Source: an optimization exercise on an open RTL-to-GDS flow (aim: small area, a short achievable clock period and few clock cycles per item). Production flows keep margins and buffers that such runs may drop. The RTL was checked by simulation tests, not by an equivalence proof against the original design. Power and IR drop assume default switching activity.

## flow/design.v (module list and top-level ports; edited modules follow where they fit)
// module multiplier: 1663 lines
// module mul_fa: 4 lines
// module mul_bsel: 3 lines
// module mul_bpp: 3 lines
// module mul_ha: 4 lines
module multiplier #(MANT_BITS=23, EXP_BITS=8)(
	input wire clk,
	input wire reset_n,
	input wire input_valid,
	input logic [EXP_BITS+MANT_BITS:0] in_a,
	input logic [EXP_BITS+MANT_BITS:0] in_b,
	output logic [EXP_BITS+MANT_BITS:0] data_out,
	output logic output_valid
);
  // ...
==> flow/run.sh <==
#!/bin/bash
# synth_recipe.tcl (not shown) runs the flow's synth.tcl, then flattens the netlist and writes it again
# the make line also repeats each setting of config.mk as NAME=value (left out here)
make -C /OpenROAD-flow-scripts/flow DESIGN_CONFIG=/design/flow/config.mk WORK_HOME=/design/flow/orfs CLKGATE_MAP_FILE= SYNTH_SCRIPT=/design/flow/synth_recipe.tcl finish
==> flow/config.mk <==
export PLATFORM = sky130hd
export DESIGN_NAME = multiplier
export DESIGN_NICKNAME = multiplier
export VERILOG_FILES = /design/flow/design.v
export SDC_FILE = /design/flow/constraint.sdc
export NUM_CORES = 4
export LEC_CHECK = 0
export CAP_MARGIN = 20
export CORE_MARGIN = 2
export CORE_UTILIZATION = 40
export SETUP_SLACK_MARGIN = 1.5
export SLEW_MARGIN = 20
export SYNTH_HIERARCHICAL = 1
==> flow/constraint.sdc <==
create_clock -name core_clock -period 8.0 [get_ports {clk}]
set_input_delay 1.6000 -clock core_clock [delete_from_list [all_inputs] [get_ports {clk}]]
set_output_delay 1.6000 -clock core_clock [all_outputs]
set_load 0.01 [all_outputs]
==> reports/summary.txt, run 1 <==
Status: timing/DRC/antenna clean
Multi-input gate area: 16600 um^2
WP depth: 11
Critical Path Source: in_a[4]
Final setup vio count: 0
GRT met1 Usage: 34.4%
# hold bufs at CTS: 0
Most Crowded Layer GR: met2
ANT cells: 0
Int Power: 3.42 mW
Ys async rst share: 2.88%
Syn Area/Cell: 10.0 um^2
Slowest-stage cell, CP: fa_1
Post-synth cell types: 70
GR Overflow Total: 0
Startpoint class of the critical path: input port
Metal-1 WL: 25300 um
Commonest cells after routing, fill and taps aside: nor2_1, fa_1, clkdlybuf4s50_1
Synth Area in Simple Gates: 17.2%
Clock-cell share: 1.40%
Die extent in y: 224 um
Top cell type's share of synthesized area: 50.0%
Data buffer area share: 7.21%
Top-count cell post-synth: nor2_1
Post-DP Area: 21400 um^2
Sw Ratio: 48.6%
Worst Path Max Fanout: 17
Crit end category: flip-flop
RSZ-0062 raised after global routing: no
Slowest stage delay, CP: 580 ps
Worst setup path end: rb[10]
Wire per inst: 23.9 um
Leak pwr: 9.29 nW
Antenna-violating nets left: 0
CP arrival: 6570 ps
VDD IR max: 245 uV
Worst-Margin Slew: 1060 ps
Seq_cells: 104
Tmin final: 6290 ps
R2R Setup Slk: 2020 ps
Testbench counts, summed over its fixed seeds: cycles 3,200, items 3,200.
==> run 2: changes to the inputs <==
--- a/flow/config.mk
+++ b/flow/config.mk
@@ -8,6 +8,6 @@
 export CAP_MARGIN = 20
 export CORE_MARGIN = 2
 export CORE_UTILIZATION = 40
-export SETUP_SLACK_MARGIN = 1.5
+export SETUP_SLACK_MARGIN = 2.0
 export SLEW_MARGIN = 20
 export SYNTH_HIERARCHICAL = 1
==> reports/summary.txt, run 2 <==
Status: timing/DRC/antenna clean
Row Count: 80
CP arrival: 6350 ps (-220 ps)
Syn Area/Cell: 10.0 um^2 (unchanged)
CP required: 8310 ps
Finished Layout Cells: 2624
Number of vias in the routed layout: 15400
All-Layer GR Usage: 25.8%
Cells after DPL: 2584
RSZ-0062 raised after global routing: yes
Clock Skew: 21.5 ps
Tmin final: 6040 ps (-248 ps)
Port Buf Inserts: 99
CTS max path bufs: 2
Critical path class: in2reg
Vias in the first global route: 16900
Global-route wire length before repair: 97900 um
1st-pass router iterations: 5
Cts bufs inserted: 9
Seq/Total Area, Yosys: 12.6%
Post-synth cell types: 70 (unchanged)
Top cell type's share of synthesized area: 50.0% (unchanged)
Wire per inst: 24.0 um (about the same)
Worst Path Max Fanout: 16 (-1)
Fin. max-slew vios: 0
Synth top cells by count: nor2_1, fa_1, clkbuf_1, a21oi_1, ha_1
Leak pwr: 9.45 nW (+1.7%)
Starting Density: 40.6%
Top-count cell post-synth: nor2_1
Slew headroom: 34.6%
Final setup vio count: 0 (unchanged)
Top sig layer: met4
Total length of routed met2 wires: 30000 um
Die area: 50300 um^2
Top_reg_cell synth: dfxtp_1
Root cell of the clock tree: clkbuf_16
Largest net degree at the start of global routing: 61
Sum Neg Setup Slack: 0 ps
Via-per-instance ratio: 5.86
Commonest cells after routing, fill and taps aside: nor2_1, fa_1, clkdlybuf4s50_1
Routability Congestion: 0.894
GR Overflow Total: 0 (unchanged)
Top cells by area, synth: fa_1, nor2_1, dfxtp_1
Die extent in y: 224 um (unchanged)
TritonCTS clock tree: done
# clock sinks: 104
Post-DP Area: 21400 um^2 (about the same)
Share of layout cells above drive strength 1: 9.21%
Total Wirelength: 62800 um
Clock Latency Late Sink: 410 ps
Max cap viols: 0
Drt drc: 0
Metal-1 WL: 25100 um (-0.86%)
Initial DRC count: 1187
VDD IR max: 215 uV (-12%)
Finished Cell Area: 22200 um^2
# hold bufs at CTS: 0 (unchanged)
Number of flops mapped to enable cells by yosys: 34
Antenna-violating nets left: 0 (unchanged)
Hold Crit Class: reg2reg
Initial antenna violation count: 1
Largest regs: ra x31, rb x31, sh x24
Seq cells post-synth: 104
Ys async rst share: 2.88% (unchanged)
NumNets Final: 2634
R2R Setup Slk: 2100 ps (+80 ps)
Yosys warning count: 7
Die extent in x: 224 um
Final period util: 75.5%
Core area: 47700 um^2
Startpoint class of the critical path: input port
Gate Count Post-Synth: 1937
Mapped Area: 19400 um^2
H-tree depth: 3
WL met3: 5740 um
Worst-Margin Slew: 980 ps (-82.5 ps)
Worst hold slack: 582 ps
Dpl hpwl: 47100 um
Commonest non-fill, non-tap cell in the layout: nor2_1
Hold Fails Final Rpt: 0
Fmax: 166 MHz
Power density over cell area: 298 nW/um^2
Crit end category: flip-flop
# IOs: 100
Synth-to-Final Area Change: 14.3%
Leading area contributor after synthesis: fa_1
Synth Net Count: 2568
Clock Pin Slew Worst Setup and Hold Paths: 100 ps
==> run 2: cell counts after synthesis <==
Identical to the previous run, type by type.
==> run 2: modules after synthesis, one instance, submodules excluded <==
module      flops+latches  area [um^2]
mul_ha                  0         12.5
mul_fa                  0         20.0
multiplier            104         9430
==> run 2: final timing paths <==
| path | startpoint | endpoint | cells after the start |
|---|---|---|---|
| setup / recovery | in_b[4] | rc | 14 |
| hold / removal | st[1] | st[0] | 1 |
| setup reg to reg | st[1] | rc | 16 |
| hold reg to reg | st[1] | st[0] | 1 |
| max in group asynchronous | reset_n | st[0] | 1 |
| min in group asynchronous | reset_n | st[1] | 1 |
==> run 2: critical path, stage by stage <==
cell and delay (ps):
clkdlybuf4s50_1 530, mux2i_4 420, buf_4 390, nor2_1 110, fa_1 470, fa_1 520
fa_1 410, fa_1 530, fa_1 420, ha_1 300, nor2b_1 130, o21ai_0 140
nand2b_1 70, a221o_1 280
==> run 2: kinds of logic (layout without fill, tap and decap cells) <==
family	after synthesis	count (layout)	synth area share, %
simple gates	807	807	17.2
fa+ha+maj	564	564	55.1
compound gates	202	203	6.76
buf+inv	153	223	3.09
flops	104	104	12.6
mux	71	71	3.67
xor+xnor	36	36	1.63
other cells	0	1	0
==> run 2: routing by layer <==
layer / vias up / track usage [%]
met5: - / 0
met4: 0 / 9.31
met3: 151 / 6.49
met2: 805 / 41.7
met1: 8002 / 33.7
li1: 6422 / -
==> run 2: timing repair <==
item	4_1_cts	5_1_grt
setup endpoints to repair	32	29
resized for setup	28	13
cloned	0	1
pin swaps	2	2
setup buffers	7	13
==> run 2: cell type report <==
type	count	area, um^2
inverters	19	71.3
flip-flops and latches	104	2440
clock inverters	7	91.3
multi-input cells	1681	16800
diodes	1	2.50
repair buffers	188	1740
clock buffers	9	225
well taps	615	769
fillers	4379	25600
==> run 2: metrics by stage <==
step                power (mW)  setup slack (ps)  utilization, %
global placement          6.01              1170            44.7
global route              7.33              1860            46.4
finish                    6.60              1960            46.4
detailed placement        6.15              1140            44.7
CTS                       6.69              2000            46.0
floorplan                 4.48              2020               -
==> run 2: where the power goes <==
group,internal [mW],switching [mW]
clock network,0.227,0.269
logic,2.34,2.83
registers,0.814,0.111
==> run 3: changes to the inputs <==
==> flow/flow/run.sh (new file) <==
#!/bin/bash
set -euo pipefail
export BUFFER_PORTS_ARGS="-buffer_cell sky130_fd_sc_hd__buf_4"
bash standard.sh > standard.log 2>&1
==> flow/standard.sh (new file) <==
#!/bin/bash
# synth_recipe.tcl (not shown) runs the flow's synth.tcl, then flattens the netlist and writes it again
# the make line also repeats each setting of config.mk as NAME=value (left out here)
make -C /OpenROAD-flow-scripts/flow DESIGN_CONFIG=/design/flow/config.mk WORK_HOME=/design/flow/orfs CLKGATE_MAP_FILE= SYNTH_SCRIPT=/design/flow/synth_recipe.tcl "${@:-finish}"
removed: flow/run.sh
==> reports/summary.txt, run 3 <==
Root cell of the clock tree: clkbuf_16
Tmin final: 5880 ps (-158 ps)
R2R Path Start: st[1]
Hold Crit Class: reg2reg
Fmax: 170 MHz (+2.7%)
Die extent in x: 224 um (unchanged)
Final core utilization: 45.4% (-0.99 points)
Metal-1 WL: 24500 um (-2.3%)
Slowest-stage cell, CP: fa_1
CP required: 8270 ps (-40 ps)
Top_reg_cell synth: dfxtp_1
Routability Congestion: 0.898 (+0.40%)
Top cell type's share of synthesized area: 50.0% (unchanged)
Finished Cell Area: 21700 um^2 (-2.1%)
Max cap viols: 0 (unchanged)
Gate Count Post-Synth: 1937 (unchanged)
Finished Layout Cells: 2612 (-0.46%)
Status: timing/DRC/antenna clean
Leak pwr: 9.45 nW (about the same)
Ys async rst share: 2.88% (unchanged)
Initial DRC count: 1180 (-0.59%)
Sequence of cells on the critical path: buf_4 -> nor4_2 -> nand2_1 -> mux2i_2 -> buf_8 -> nor2_1 -> fa_1 -> fa_1 -> fa_1 -> fa_1 -> fa_1 -> fa_1 -> fa_1
Seq cells post-synth: 104 (unchanged)
Final period util: 73.5% (-2.0 points)
Share of layout cells above drive strength 1: 13.2% (+4.0 points)
Mapped Area: 19400 um^2 (unchanged)
WL met3: 6060 um (+5.5%)
Cts bufs inserted: 9 (unchanged)
Synth Net Count: 2568 (unchanged)
Die area: 50300 um^2 (unchanged)
Multi-input gate area: 16700 um^2 (-0.69%)
Critical path class: in2reg
Clock Pin Slew Worst Setup and Hold Paths: 80 ps (-20 ps)
All-Layer GR Usage: 25.7% (-0.12 points)
Starting Density: 40.6% (unchanged)
Clock Skew: 22.9 ps (+1.42 ps)
Wire per inst: 23.8 um (-0.67%)
Antenna-violating nets left: 0 (unchanged)
VDD IR max: 215 uV (about the same)
TritonCTS clock tree: done
Total length of routed met2 wires: 29300 um (-2.3%)
Seq/Total Area, Yosys: 12.6% (unchanged)
Die extent in y: 224 um (unchanged)
Syn Area/Cell: 10.0 um^2 (unchanged)
Leading area contributor after synthesis: fa_1
Port Buf Inserts: 99 (unchanged)
Yosys warning count: 7 (unchanged)
Crit end category: flip-flop
R2r endpoint: rc
Slowest stage delay, CP: 580 ps (+50 ps)
NumNets Final: 2622 (-0.46%)
Largest net degree at the start of global routing: 61 (unchanged)
Row Count: 80 (unchanged)
Crit path top cell by count: fa_1
Power density over cell area: 300 nW/um^2 (+0.82%)
Synth top cells by count: nor2_1, fa_1, clkbuf_1, a21oi_1, ha_1
Synth-to-Final Area Change: 11.9%
R2R depth: 17 (+1)
Worst Path Max Fanout: 24 (+8)
Cells after DPL: 2581 (-0.12%)
CP arrival: 6150 ps (-200 ps)
Global-route wire length before repair: 97300 um (-0.68%)
Drt drc: 0 (unchanged)
# IOs: 100 (unchanged)
Dpl hpwl: 46200 um (-1.9%)
R2R Setup Slk: 2420 ps (+320 ps)
RSZ-0062 raised after global routing: no
# hold bufs at CTS: 0 (unchanged)
FF+latch area: 2440 um^2 (unchanged)
Top cells by area, synth: fa_1, nor2_1, dfxtp_1
Fin. max-slew vios: 0 (unchanged)
Setup ws final: 2120 ps (+158 ps)
Largest regs: ra x31, rb x31, sh x24
Slew headroom: 31.7% (-2.9 points)
Core area: 47700 um^2 (unchanged)
Post-DP Area: 21100 um^2 (-1.3%)
Family with the most delay on the worst path: adder cells
Commonest non-fill, non-tap cell in the layout: nor2_1
Hold Fails Final Rpt: 0 (unchanged)
CTS max path bufs: 2 (unchanged)
Clock Latency Late Sink: 400 ps (about the same)
Number of vias in the routed layout: 15300 (-0.42%)
GR Overflow Total: 0 (unchanged)
Pre-CTS setup slack: 1540 ps (+401 ps)
Total Wirelength: 62100 um (-1.1%)
H-tree depth: 3 (unchanged)
Via-per-instance ratio: 5.86 (about the same)
Hold Path Depth: 1 (unchanged)
Number of flops mapped to enable cells by yosys: 34 (unchanged)
Vias in the first global route: 17000 (+0.80%)
Sum Neg Setup Slack: 0 ps (unchanged)
Startpoint class of the critical path: input port
Commonest cells after routing, fill and taps aside: nor2_1, fa_1, buf_4
Final setup vio count: 0 (unchanged)
Top-count cell post-synth: nor2_1
Initial antenna violation count: 0 (-1)
# clock sinks: 104 (unchanged)
Hold worst-path end: st[0]
Fill count: 4452 (+1.7%)
1st-pass router iterations: 6 (+1)
Worst-Margin Slew: 1000 ps (+23.2 ps)
Post-synth cell types: 70 (unchanged)
Hold_sp: st[1]
Top sig layer: met4
WP buf/inv: 2 (unchanged)
## run 3: cell counts after synthesis
No cell type changed its count.
## run 3: kinds of logic (layout without fill, tap and decap cells)
group                    after synthesis  count (layout)  share of synthesized area [%]
AND/OR/NAND/NOR                      807             807                           17.2
adder cells (fa/ha/maj)              564             564                           55.1
AO/OA/AOI/OAI                        202             202                           6.76
buffers and inverters                153             212                           3.09
flip-flops                           104             104                           12.6
multiplexers                          71              71                           3.67
XOR/XNOR                              36              36                           1.63
other                                  0               1                              0
## run 3: routing by layer
layer | vias to the layer above | global-route usage, %
met5 | - | 0
met4 | 0 | 10.4
met3 | 167 | 7.75
met2 | 817 | 40.6
met1 | 7939 | 33.1
li1 | 6392 | -
## run 3: worst max-delay path by stage
stage / from / to / slack, ps / cells after the start
4_1_cts: st[0] / rc / 1980 / 17
5_1_grt: in_b[2] / rc / 2020 / 17
6_report: in_b[24] / rb[9] / 2120 / 13
2_1_floorplan: in_a[26] / rb[11] / 2020 / 12
3_5_place_dp: in_b[24] / rb[9] / 1540 / 13
3_3_place_gp: in_a[7] / rc / 1570 / 16
## run 3: layout make-up
type / count / share of cell area, %
multi-input cells: 1680 / 77.0
flip-flops and latches: 104 / 11.2
repair buffers: 177 / 6.50
well taps: 615 / 3.55
clock buffers: 10 / 1.06
inverters: 19 / 0.329
clock inverters: 6 / 0.288
diodes: 1 / 0.0115
## run 3: power breakdown
part	total, mW	switching [mW]	internal (mW)	leakage, nW
clock	0.459	0.239	0.220	0.142
combinational	5.13	2.85	2.28	8.34
sequential	0.928	0.113	0.814	0.965
## run 3: what timing repair did
action	4_1_cts	5_1_grt
setup endpoints to repair	24	32
gates resized for setup	3	13
pin swaps	1	1
setup buffers	6	7
## run 3: Yosys stat by module (local to each module, per instance)
module,flip-flops and latches,cells inside,cell area (um^2)
multiplier,104,1431,9430
mul_fa,0,1,20.0
mul_ha,0,1,12.5
## run 3: per-stage QoR
stage	total power, mW	hold slack (ps)
6_report	6.51	591
5_1_grt	7.28	611
4_1_cts	6.61	587
3_5_place_dp	6.10	572
3_3_place_gp	6.00	568
2_1_floorplan	4.48	478
==> run 4: changes to the inputs <==
--- a/flow/config.mk
+++ b/flow/config.mk
@@ -7,7 +7,7 @@
 export LEC_CHECK = 0
 export CAP_MARGIN = 20
 export CORE_MARGIN = 2
-export CORE_UTILIZATION = 40
+export CORE_UTILIZATION = 65
 export SETUP_SLACK_MARGIN = 2.0
 export SLEW_MARGIN = 20
 export SYNTH_HIERARCHICAL = 1
==> reports/summary.txt, run 4 <==
Startpoint class of the critical path: input port
Worst Path Max Fanout: 24 (unchanged)
CP arrival: 6090 ps (-60 ps)
Top cells by area, synth: fa_1, nor2_1, dfxtp_1
Share of layout cells above drive strength 1: 12.9% (-0.38 points)
Dpl hpwl: 43800 um (-5.3%)
Crit path top cell by count: fa_1
Slowest stage delay, CP: 620 ps (+40 ps)
Slowest-stage cell, CP: fa_1
Slew headroom: 20.8% (-11 points)
H-tree depth: 3 (unchanged)
Row Count: 63 (-21%)
ANT cells: 0 (-1)
Hold Fails Final Rpt: 0 (unchanged)
Post-DP Area: 20800 um^2 (-1.4%)
Critical path class: in2reg
Die extent in y: 177 um (-21%)
Crit end category: flip-flop
Hold Crit Class: reg2reg
Finished Layout Cells: 2382 (-8.8%)
# clock sinks: 104 (unchanged)
Top cell type's share of synthesized area: 50.0% (unchanged)
Clock Latency Late Sink: 390 ps (about the same)
CTS max path bufs: 2 (unchanged)
Final period util: 72.9% (-0.57 points)
# IOs: 100 (unchanged)
Gate Count Post-Synth: 1937 (unchanged)
CP required: 8250 ps (-20 ps)
Pre-CTS setup slack: 1580 ps (+43.0 ps)
Fmax: 171 MHz (+0.78%)
Final core utilization: 72.7% (+27 points)
Setup ws final: 2170 ps (+45.6 ps)
Total power draw: 6.72 mW (+3.3%)
Tmin final: 5830 ps (-45.6 ps)
Power density over cell area: 314 nW/um^2 (+4.6%)
Die extent in x: 177 um (-21%)
All-Layer GR Usage: 39.6% (+14 points)
NumNets Final: 2618 (-0.15%)
Ys async rst share: 2.88% (unchanged)
Fin. max-slew vios: 0 (unchanged)
Wire per inst: 25.2 um (+5.8%)
Clock Pin Slew Worst Setup and Hold Paths: 70 ps (about the same)
Die area: 31200 um^2 (-38%)
Largest regs: ra x31, rb x31, sh x24
Yosys warning count: 7 (unchanged)
Mapped Area: 19400 um^2 (unchanged)
Root cell of the clock tree: clkbuf_16
Routability Congestion: 0.916 (+2.0%)
Syn Area/Cell: 10.0 um^2 (unchanged)
1st-pass router iterations: 8 (+2)
Seq/Total Area, Yosys: 12.6% (unchanged)
Core area: 29500 um^2 (-38%)
Antenna-violating nets left: 0 (unchanged)
Via-per-instance ratio: 6.61 (+13%)
Drt drc: 0 (unchanged)
R2R depth: 13 (-4)
Commonest non-fill, non-tap cell in the layout: nor2_1
Synth top cells by count: nor2_1, fa_1, clkbuf_1, a21oi_1, ha_1
VDD IR max: 254 uV (+18%)
Leading area contributor after synthesis: fa_1
Initial antenna violation count: 0 (unchanged)
Cts bufs inserted: 9 (unchanged)
Global-route wire length before repair: 92200 um (-5.2%)
Clock Skew: 14.7 ps (-8.26 ps)
GR Overflow Total: 0 (unchanged)
Commonest cells after routing, fill and taps aside: nor2_1, fa_1, buf_4
Total Wirelength: 59900 um (-3.5%)
Status: timing/DRC/antenna clean
Cells after DPL: 2352 (-8.9%)
Top_reg_cell synth: dfxtp_1
Leak pwr: 9.40 nW (-0.49%)
Max cap viols: 0 (unchanged)
Worst-Margin Slew: 1160 ps (+160 ps)
Top-count cell post-synth: nor2_1
TritonCTS clock tree: done
Initial DRC count: 1694 (+44%)
Seq cells post-synth: 104 (unchanged)
Sequence of cells on the critical path: buf_4 -> or4_1 -> nor2_4 -> nand2_1 -> o21ai_2 -> buf_4 -> nor2_1 -> fa_1 -> fa_1 -> fa_1 -> fa_1 -> fa_1 -> fa_1
Vias in the first global route: 16900 (-0.77%)
Critical Path Source: in_a[26]
RSZ-0062 raised after global routing: no
Synth Net Count: 2568 (unchanged)
Starting Density: 65.8% (+25 points)
R2R Path Start: st[1]
Sum Neg Setup Slack: 0 ps (unchanged)
Number of flops mapped to enable cells by yosys: 34 (unchanged)
Port Buf Inserts: 99 (unchanged)
Largest net degree at the start of global routing: 61 (unchanged)
Final setup vio count: 0 (unchanged)
Worst setup path end: rb[11]
Number of vias in the routed layout: 15700 (+2.8%)
R2R Setup Slk: 2200 ps (-220 ps)
Worst hold slack: 598 ps (+7.35 ps)
Finished Cell Area: 21400 um^2 (-1.2%)
Post-synth cell types: 70 (unchanged)
Synth-to-Final Area Change: 10.5%
R2r endpoint: rb[13]
## run 4: per-module statistics from Yosys (local to each module, per instance)
module,cell area [um^2],flops+latches,times used,cells
mul_ha,12.5,0,23,1
multiplier,9430,104,1,1431
mul_fa,20.0,0,483,1
## run 4: final cells by class
class	instances	area (um^2)
multi-input combinational	1682	16800
clock inverter	6	43.8
clock buffer	10	229
inverter	19	71.3
tap	390	488
fill	2225	8050
sequential	104	2440
timing repair buffer	171	1350
## run 4: critical path, delay by kind of cell
family	cells	cell delay, ps
compound gates	1	50
fa+ha+maj	6	3050
buf+inv	2	480
simple gates	4	890
## run 4: metal layers
layer	GRT usage [%]	wire, um
met1	51.4	21900
met2	61.4	27900
met3	12.5	7340
met4	18.2	2800
met5	0	0
## run 4: repair_timing
item | CTS | global route
buffers inserted | 0 | 11
hold buffers | 0 | 0
endpoints found under the setup margin | 5 | 33
resized for setup | 9 | 13
gates cloned | 1 | 1
pin swaps | 0 | 0
## run 4: worst min-delay path by stage
stage / startpoint / end / slack (ps) / depth (start not counted)
2_1_floorplan: st[1] / st[0] / 480 / 1
3_3_place_gp: sh[23] / sh[23] / 560 / 2
6_report: st[1] / st[0] / 600 / 1
5_1_grt: st[1] / st[0] / 630 / 1
3_5_place_dp: st[1] / st[0] / 580 / 1
4_1_cts: st[1] / st[0] / 590 / 1
## run 4: logic make-up (layout without fill, tap and decap cells)
logic type                 Yosys count  in the layout  share of synthesized area (%)
xor gates and xnor gates            36             36                           1.63
muxes                               71             73                           3.67
AOI/OAI and AO/OA                  202            202                           6.76
and+or+nand+nor                    807            807                           17.2
DFF                                104            104                           12.6
buffers and inverters              153            206                           3.09
adders and majority gates          564            564                           55.1
## run 4: where the power goes
group	internal [mW]	switching, mW	total (mW)
Combinational	2.36	3.01	5.36
Sequential	0.814	0.0984	0.913
Clock	0.212	0.236	0.448
Total	3.38	3.34	6.72

## port drivers added, routing unchanged
Ports are ideal in the flow. The routed layouts listed here were re-timed in OpenROAD. Step 1 (the two cells are an assumption about what drives the block):
set clk [get_ports {clk}]
set_driving_cell -lib_cell sky130_fd_sc_hd__clkbuf_16 $clk
set_driving_cell -lib_cell sky130_fd_sc_hd__buf_2 [delete_from_list [all_inputs] $clk]
Step 2 moves the port delays by t, midway between the first and last clock arrival at a register: inputs arrive t later, outputs are due t later. That takes back most of the time a late clock gives input paths. Three values: no drivers, after step 1, after step 2; two values: the first two.
| run | t, ns | setup slack, ns | worst setup path at the end |
|---|---|---|---|
| run 1 | 0.455 | 1.714 / 1.743 / 1.288 | input to register |
| run 2 | 0.458 | 1.962 / 1.992 / 1.534 | input to register |
| run 3 | 0.445 | 2.120 / 2.150 / 1.706 | input to register |
| run 4 | 0.436 | 2.165 / 2.195 / 1.760 | input to register |
After both steps setup and hold are still met in every run listed. The setup slack of run 2, which loses most, moves by +0.030 ns with the drivers and by -0.428 ns with both steps.
